From an optimization exercise on the open Yosys and OpenROAD flow, aimed at a short achievable clock period and few clock cycles; shortcuts taken in it are not production practice.
Where RTL was checked, it was by simulation tests only, not by an equivalence proof against the original.
Power and IR drop assume default switching activity.

// simproc
module simproc (
    input  logic            clk,
    input  logic            rst,
    output logic    [7:0]   mem_din,
    output logic    [7:0]   mem_addr,
    output logic            mem_we,
    input  logic    [7:0]   mem_dout,
    input  logic    [7:0]   pc_set_val,
    input  logic            pc_set_wr,
    input  logic            run,
    output logic    [7:0]   pc_val,
    output logic            halt,
    output logic            done
);
    logic [7:0] r0, r1, r2, r3;
    logic       n_flag, z_flag;
    logic [7:0] maddr;       
    logic [7:0] pc_q;        
    logic [7:0] fpc;         
    logic       v;           
    logic       halt_q;
    logic       we_q;
    logic [7:0] op_a, op_b, op_0;    
    logic e_ls, e_ld;                    
    logic e_add, e_sub, e_nand, e_ori;
    logic e_shl, e_shr;
    logic e_alu;                         
    logic [1:0] e_sh;                    
    logic [4:0] e_imm;                   
    logic [1:0] e_w;                     
    logic [7:0] b_eff, sum, res_sh, res;
    always_comb begin
        b_eff  = op_b ^ {8{e_sub}};
        sum    = op_a + b_eff + {7'b0, e_sub};
        res_sh = e_shl ? (op_a << e_sh) : (op_a >> e_sh);
        res    = ({8{e_add | e_sub}} & sum)
               | ({8{e_nand}} & ~(op_a & op_b))
               | ({8{e_shl | e_shr}} & res_sh)
               | ({8{e_ori}} & (op_0 | {3'b000, e_imm}));
    end
    logic z_add, z_sub, z_nand, z_sh, z_ori, z_res;
    always_comb begin
        z_add  = ((op_a ^ op_b) == {op_a[6:0] | op_b[6:0], 1'b0});
        z_sub  = (op_a == op_b);
        z_nand = ((op_a & op_b) == 8'hFF);
        z_sh   = (res_sh == 8'h00);
        z_ori  = ((op_0 | {3'b000, e_imm}) == 8'h00);
        z_res  = (e_add & z_add) | (e_sub & z_sub) | (e_nand & z_nand)
               | ((e_shl | e_shr) & z_sh) | (e_ori & z_ori);
    end
    logic e_flags, e_busy, e_load;
  ...
Size in the first run: ~990 cells after synthesis, about 47 I/O pins.
clock: 10.0 ns
lec_check: 0
abc_clock_period_in_ps: 2800
cap_margin: 20
core_margin: 2
core_utilization: 45
place_density: 0.75
slew_margin: 20
synth_hierarchical: 1
standard.sh (not shown) runs the stock make flow with config.mk's settings and CLKGATE_MAP_FILE= SYNTH_SCRIPT=/design/flow/synth_recipe.tcl, a recipe that flattens the netlist after the stock synthesis.
==> flow/flow/run.sh <==
#!/bin/bash
set -o pipefail
bash standard.sh SETUP_SLACK_MARGIN=7.2 MATCH_CELL_FOOTPRINT=0 finish > standard.log 2>&1
Testbench counts at the start, summed over its fixed seeds: cycles 59,725.
Then changed:
==> flow/flow/run.sh (replaced) <==
#!/bin/bash
set -o pipefail
bash standard.sh SETUP_SLACK_MARGIN=7.2 finish > standard.log 2>&1
Settings changed: PLACE_DENSITY 0.75 to default.
Result: Setup slack is worse by 0.073 ns; final area hardly moves; via count decreases by 1.4%; synthesized cell count stays the same; wire length increases by 7.2%; total power increases by 2.9%; cell count is about the same; clock-buffer cell count increases by 2; sequential power stays flat; hold slack stays flat; clock skew decreases by 0.0035 ns.
Then changed:
==> flow/flow/run.sh (replaced) <==
#!/bin/bash
set -o pipefail
bash standard.sh SETUP_SLACK_MARGIN=7.2 MATCH_CELL_FOOTPRINT=0 finish > standard.log 2>&1
Settings changed: CORE_UTILIZATION 45 to 65.
=> Register-to-register slack loses 0.08 ns. Utilization climbs by 27 points. Power climbs slightly. Combinational power climbs slightly. First-iteration DRC count climbs by well over a third. Count of clock-buffer cells in the layout drops by 2. Cell area climbs by a few percent. Global-route usage climbs by 13 points. Flip-flop and latch count stays the same. Hold slack barely changes.
Then changed:
==> flow/flow/run.sh (replaced) <==
#!/bin/bash
set -o pipefail
bash standard.sh SETUP_SLACK_MARGIN=7.5 MATCH_CELL_FOOTPRINT=0 finish > standard.log 2>&1
Settings changed: CORE_UTILIZATION 65 to 45.
Outcome: Design area climbs by roughly a tenth. Clock skew is about the same. Total power climbs by a few percent. Setup slack gets better by 0.074 ns.
Then changed:
==> flow/flow/run.sh (replaced) <==
#!/bin/bash
set -o pipefail
bash standard.sh SETUP_SLACK_MARGIN=7.2 MATCH_CELL_FOOTPRINT=0 finish > standard.log 2>&1
Settings changed: CAP_MARGIN 20 to 50, SLEW_MARGIN 20 to 50.
Cell area shrinks by roughly a tenth.
Worst setup slack loses 0.057 ns.
Sequential power stays flat.
Non-clock buffer count shrinks by 60.
Count of clock-buffer cells in the layout grows by 2.
Power shrinks by a little under a tenth.
Synthesized area is unchanged.
Clock skew shrinks by 0.0047 ns.
Worst hold slack hardly moves.
Then changed:
Settings changed: CAP_MARGIN 50 to 20, SLEW_MARGIN 50 to 20.
After rerunning: Clock skew hardly moves; routed wire length drops by about 1.3%; sequential power stays flat; total power came out higher by 2.3%; die area stays the same; design area stays flat; worst setup slack gets better by 0.051 ns; synthesized area is unchanged; non-clock buffer count decreases by 1; worst hold slack is about the same; register-to-register slack improved by 0.07 ns.

Another version of the RTL of simproc (not shown whole).
Size: ~990 cells after synthesis, roughly 100 flip-flops.
Settings: LEC_CHECK=0, ABC_CLOCK_PERIOD_IN_PS=2800, CAP_MARGIN=20, CORE_MARGIN=2, CORE_UTILIZATION=45, SLEW_MARGIN=20, SYNTH_HIERARCHICAL=1; clock period 10.0 ns.
==> flow/flow/run.sh <==
#!/bin/bash
set -o pipefail
bash standard.sh SETUP_SLACK_MARGIN=7.2 MATCH_CELL_FOOTPRINT=0 finish > standard.log 2>&1
The first run finished clean.
Next try:
==> flow/flow/run.sh (replaced) <==
#!/bin/bash
set -o pipefail
bash standard.sh SETUP_SLACK_MARGIN=7.2 finish > standard.log 2>&1
The changed run went through all stages and came out clean; power falls by 1.4%; global-route usage rises by 0.45 points; clock power falls by 5.7%; fmax rises by 1.9%; routed wire length stays flat; via count falls by 0.92%.
Function was not checked in any run of this note: the RTL went through the layout flow alone.

The RTL this note starts from:
==> flow/design.v <==
module simproc (
    input  logic            clk,
    input  logic            rst,
    output logic    [7:0]   mem_din,
    output logic    [7:0]   mem_addr,
    output logic            mem_we,
    input  logic    [7:0]   mem_dout,
    input  logic    [7:0]   pc_set_val,
    input  logic            pc_set_wr,
    input  logic            run,
    output logic    [7:0]   pc_val,
    output logic            halt,
    output logic            done
);
    logic [7:0] r0, r1, r2, r3;
    logic       n_flag, z_flag;
    logic [7:0] maddr;       
    logic [7:0] pc_q;        
    logic [7:0] fpc;         
    logic       v;           
    logic       halt_q;
    logic       we_q;
    logic [7:0] op_a, op_b, op_0;    
    logic e_ls, e_ld;                    
    logic e_add, e_sub, e_nand, e_ori;
    logic e_shl, e_shr;
    logic e_alu;                         
    logic [1:0] e_sh;                    
    logic [4:0] e_imm;                   
    logic [1:0] e_w;                     
    logic [7:0] b_eff, sum, res_sh, res;
    always_comb begin
        b_eff  = op_b ^ {8{e_sub}};
        sum    = op_a + b_eff + {7'b0, e_sub};
        res_sh = e_shl ? (op_a << e_sh) : (op_a >> e_sh);
        res    = ({8{e_add | e_sub}} & sum)
               | ({8{e_nand}} & ~(op_a & op_b))
               | ({8{e_shl | e_shr}} & res_sh)
               | ({8{e_ori}} & (op_0 | {3'b000, e_imm}));
    end
    logic z_add, z_sub, z_nand, z_sh, z_ori, z_res;
    always_comb begin
        z_add  = ((op_a ^ op_b) == {op_a[6:0] | op_b[6:0], 1'b0});
        z_sub  = (op_a == op_b);
        z_nand = ((op_a & op_b) == 8'hFF);
        z_sh   = (res_sh == 8'h00);
        z_ori  = ((op_0 | {3'b000, e_imm}) == 8'h00);
        z_res  = (e_add & z_add) | (e_sub & z_sub) | (e_nand & z_nand)
               | ((e_shl | e_shr) & z_sh) | (e_ori & z_ori);
    end
    logic n_as, n_res;
    add_msb NAS (.a(op_a), .b(op_b), .sub(e_sub), .y(n_as));
    assign n_res = ((e_add | e_sub) & n_as)
                 | (e_nand & ~(op_a[7] & op_b[7]))
                 | ((e_shl | e_shr) & res_sh[7])
                 | (e_ori & op_0[7]);
    logic e_flags, e_busy, e_load;
    logic [3:0] e_wr;
    assign e_flags = v & e_alu;
    assign e_busy  = v & e_ls;
    assign e_load  = v & e_ld;
    assign e_wr    = {4{e_flags}} & (4'b0001 << e_w);
    logic [7:0] r0_f, r1_f, r2_f, r3_f;
    logic       n_f, z_f;
    always_comb begin
        r0_f = e_wr[0] ? res : r0;
        r1_f = e_wr[1] ? res : r1;
        r2_f = e_wr[2] ? res : r2;
        r3_f = e_wr[3] ? res : r3;
        n_f  = e_flags ? n_res : n_flag;
        z_f  = e_flags ? z_res : z_flag;
    end
    logic [7:0] i;
    logic [3:0] f_op;
    logic f_load, f_store, f_ls, f_bnz, f_bpz, f_bz, f_jmp, f_add, f_sub, f_nand, f_shift, f_ori;
    always_comb begin
        i       = mem_dout;
        f_op    = i[3:0];
        f_load  = (f_op == 4'b0000);
        f_store = (f_op == 4'b0010);
        f_ls    = (f_op[3:2] == 2'b00) & ~f_op[0];
        f_bnz   = (f_op == 4'b1001);
        f_bpz   = (f_op == 4'b0101);
        f_bz    = (f_op == 4'b1010);
        f_jmp   = (f_op == 4'b0001);
        f_add   = (f_op == 4'b0100);
        f_sub   = (f_op == 4'b0110);
        f_nand  = (f_op == 4'b1000);
        f_shift = (f_op[2:0] == 3'b011);
        f_ori   = (f_op[2:0] == 3'b111);
    end
    function automatic logic [7:0] rsel(input logic [1:0] s, input logic [7:0] a0,
                                        input logic [7:0] a1, input logic [7:0] a2,
                                        input logic [7:0] a3);
        case (s)
            2'd0: rsel = a0;
            2'd1: rsel = a1;
            2'd2: rsel = a2;
            default: rsel = a3;
        endcase
    endfunction
    logic [7:0] f_a, f_b;
    assign f_a = rsel(i[7:6], r0_f, r1_f, r2_f, r3_f);
    assign f_b = rsel(i[5:4], r0_f, r1_f, r2_f, r3_f);
    logic [7:0] seq;
    logic [127:0] cand;
    assign seq = maddr + 8'd1;
    always_comb
        for (int k = 0; k < 16; k++)
            cand[8*k +: 8] = seq + {{4{k[3]}}, k[3:0]};
    logic [7:0] tgt;
    addr_mux16 TGT (.cand(cand), .sel(i[7:4]), .y(tgt));
    logic fetch;
    assign fetch = run & ~pc_set_wr & ~rst & ~e_busy;
    logic [7:0] hold;
    always_comb begin
        if (rst)             hold = 8'h00;
        else if (pc_set_wr)  hold = pc_set_val;
        else if (e_busy)     hold = fpc;
        else                 hold = maddr;
    end
    logic       s_tgt, s_ls;
    logic [7:0] other, maddr_d;
    always_comb begin
        s_ls  = fetch & f_ls;
        other = fetch ? seq : hold;
    end
    branch_sel TKN (.fetch(fetch), .jmp(f_jmp), .bnz(f_bnz), .bz(f_bz), .bpz(f_bpz),
                    .ef(e_flags), .zr(z_res), .zq(z_flag), .nr(n_res), .nq(n_flag), .y(s_tgt));
    addr_sel SEL (.s_tgt(s_tgt), .tgt(tgt), .s_ls(s_ls), .ls(f_b), .other(other), .y(maddr_d));
    assign mem_addr = maddr;
    assign pc_val   = pc_q;
    assign mem_din  = op_a;
    assign mem_we   = we_q;
    assign done     = v;
    assign halt     = halt_q;
    always_ff @(posedge clk) begin
        if (rst) begin
            r0 <= 8'h00; r1 <= 8'h00; r2 <= 8'h00; r3 <= 8'h00;
            n_flag <= 1'b0; z_flag <= 1'b0;
        end else begin
            if (e_load) begin
                case (e_w)
                    2'd0: r0 <= mem_dout;
                    2'd1: r1 <= mem_dout;
                    2'd2: r2 <= mem_dout;
                    default: r3 <= mem_dout;
                endcase
            end else begin
                r0 <= r0_f;
                r1 <= r1_f;
                r2 <= r2_f;
                r3 <= r3_f;
            end
            n_flag <= n_f;
            z_flag <= z_f;
        end
    end
    always_ff @(posedge clk) begin
        if (rst) begin
            v      <= 1'b0;
            halt_q <= 1'b1;
            we_q   <= 1'b0;
            pc_q   <= 8'h00;
        end else begin
            v      <= fetch;
            halt_q <= ~run;
            we_q   <= fetch & f_store;
            if (pc_set_wr || !run)
                pc_q <= hold;
        end
    end
    always_ff @(posedge clk) begin
        maddr  <= maddr_d;
        op_a   <= f_a;
        op_b   <= f_b;
        op_0   <= r0_f;
        e_ls   <= f_ls;
        e_ld   <= f_load;
        e_add  <= f_add;
        e_sub  <= f_sub;
        e_nand <= f_nand;
        e_ori  <= f_ori;
        e_shl  <= f_shift & i[5];
        e_shr  <= f_shift & ~i[5];
        e_alu  <= f_add | f_sub | f_nand | f_shift | f_ori;
        e_sh   <= i[4:3];
        e_imm  <= i[7:3];
        e_w    <= f_ori ? 2'd0 : i[7:6];
        if (!e_busy)
            fpc <= seq;
    end
endmodule
module addr_mux16 (
    input  logic [127:0] cand,
    input  logic [3:0]   sel,
    output logic [7:0]   y
);
    assign y = cand[8*sel +: 8];
endmodule
module addr_sel (
    input  logic       s_tgt,
    input  logic [7:0] tgt,
    input  logic       s_ls,
    input  logic [7:0] ls,
    input  logic [7:0] other,
    output logic [7:0] y
);
    assign y = s_tgt ? tgt : (s_ls ? ls : other);
endmodule
module add_msb (
    input  logic [7:0] a, b,
    input  logic       sub,
    output logic       y
);
    logic [7:0] s;
    assign s = a + (b ^ {8{sub}}) + {7'b0, sub};
    assign y = s[7];
endmodule
module branch_sel (
    input  logic fetch, jmp, bnz, bz, bpz,
    input  logic ef, zr, zq, nr, nq,
    output logic y
);
    logic z, n;
    assign z = ef ? zr : zq;
    assign n = ef ? nr : nq;
    assign y = fetch & (jmp | (bnz & ~z) | (bz & z) | (bpz & ~n));
endmodule
clock: 10.0 ns
lec_check: 0
abc_clock_period_in_ps: 2800
cap_margin: 20
core_margin: 2
core_utilization: 45
slew_margin: 20
synth_hierarchical: 1
==> flow/flow/run.sh <==
#!/bin/bash
set -o pipefail
bash standard.sh SETUP_SLACK_MARGIN=7.2 finish > standard.log 2>&1
Next try:
==> flow/flow/run.sh (replaced) <==
#!/bin/bash
set -o pipefail
bash standard.sh SETUP_SLACK_MARGIN=7.2 MATCH_CELL_FOOTPRINT=0 finish > standard.log 2>&1
Effect: The changed run ran to the end with no violations; non-clock buffer count went up by 9; setup slack improved by 52 ps; synthesized cell count is unchanged; hold slack gets worse by 16 ps; synthesized area is unchanged.
No run of this note included a check of the RTL's function; only the layout flow was run.

re-timing with driven ports:
No port has a modelled driver above. Below, the same layouts with a new extraction and two added sets of constraints.
Step 1: set_driving_cell puts a clkbuf_16 on clk and a buf_2 on each other input, an assumption about the parent block.
Step 2 also shifts input and output timing later by t, the mid clock arrival at the registers, as if the neighbouring blocks saw the same clock.
Slacks: no drivers / after step 1 / after step 2; pairs: no drivers / after step 1.
run	t, ns	setup WS [ns]	worst data-port slew with drivers (ns)
the first run of note 1	0.388	6.963 / 6.960 / 6.572	0.06
the second run of note 1	0.393	6.891 / 6.872 / 6.480	0.06
the third run of note 1	0.387	6.865 / 6.865 / 6.496	0.08
the fourth run of note 1	0.396	6.939 / 6.939 / 6.569	0.07
the fifth run of note 1	0.384	6.882 / 6.882 / 6.548	0.06
the sixth run of note 1	0.384	6.933 / 6.916 / 6.532	0.06
the first run of note 2	0.380	6.614 / 6.606 / 6.226	0.07
the second run of note 2	0.386	6.677 / 6.669 / 6.284	0.11
the first run of note 3	0.393	6.824 / 6.824 / 6.483	0.08
the second run of note 3	0.380	6.875 / 6.873 / 6.493	0.07
After both steps setup and hold are still met in every run listed. For the second run of note 1, which loses most, drivers alone change the setup slack by -0.019 ns; drivers and shift together by -0.411 ns.
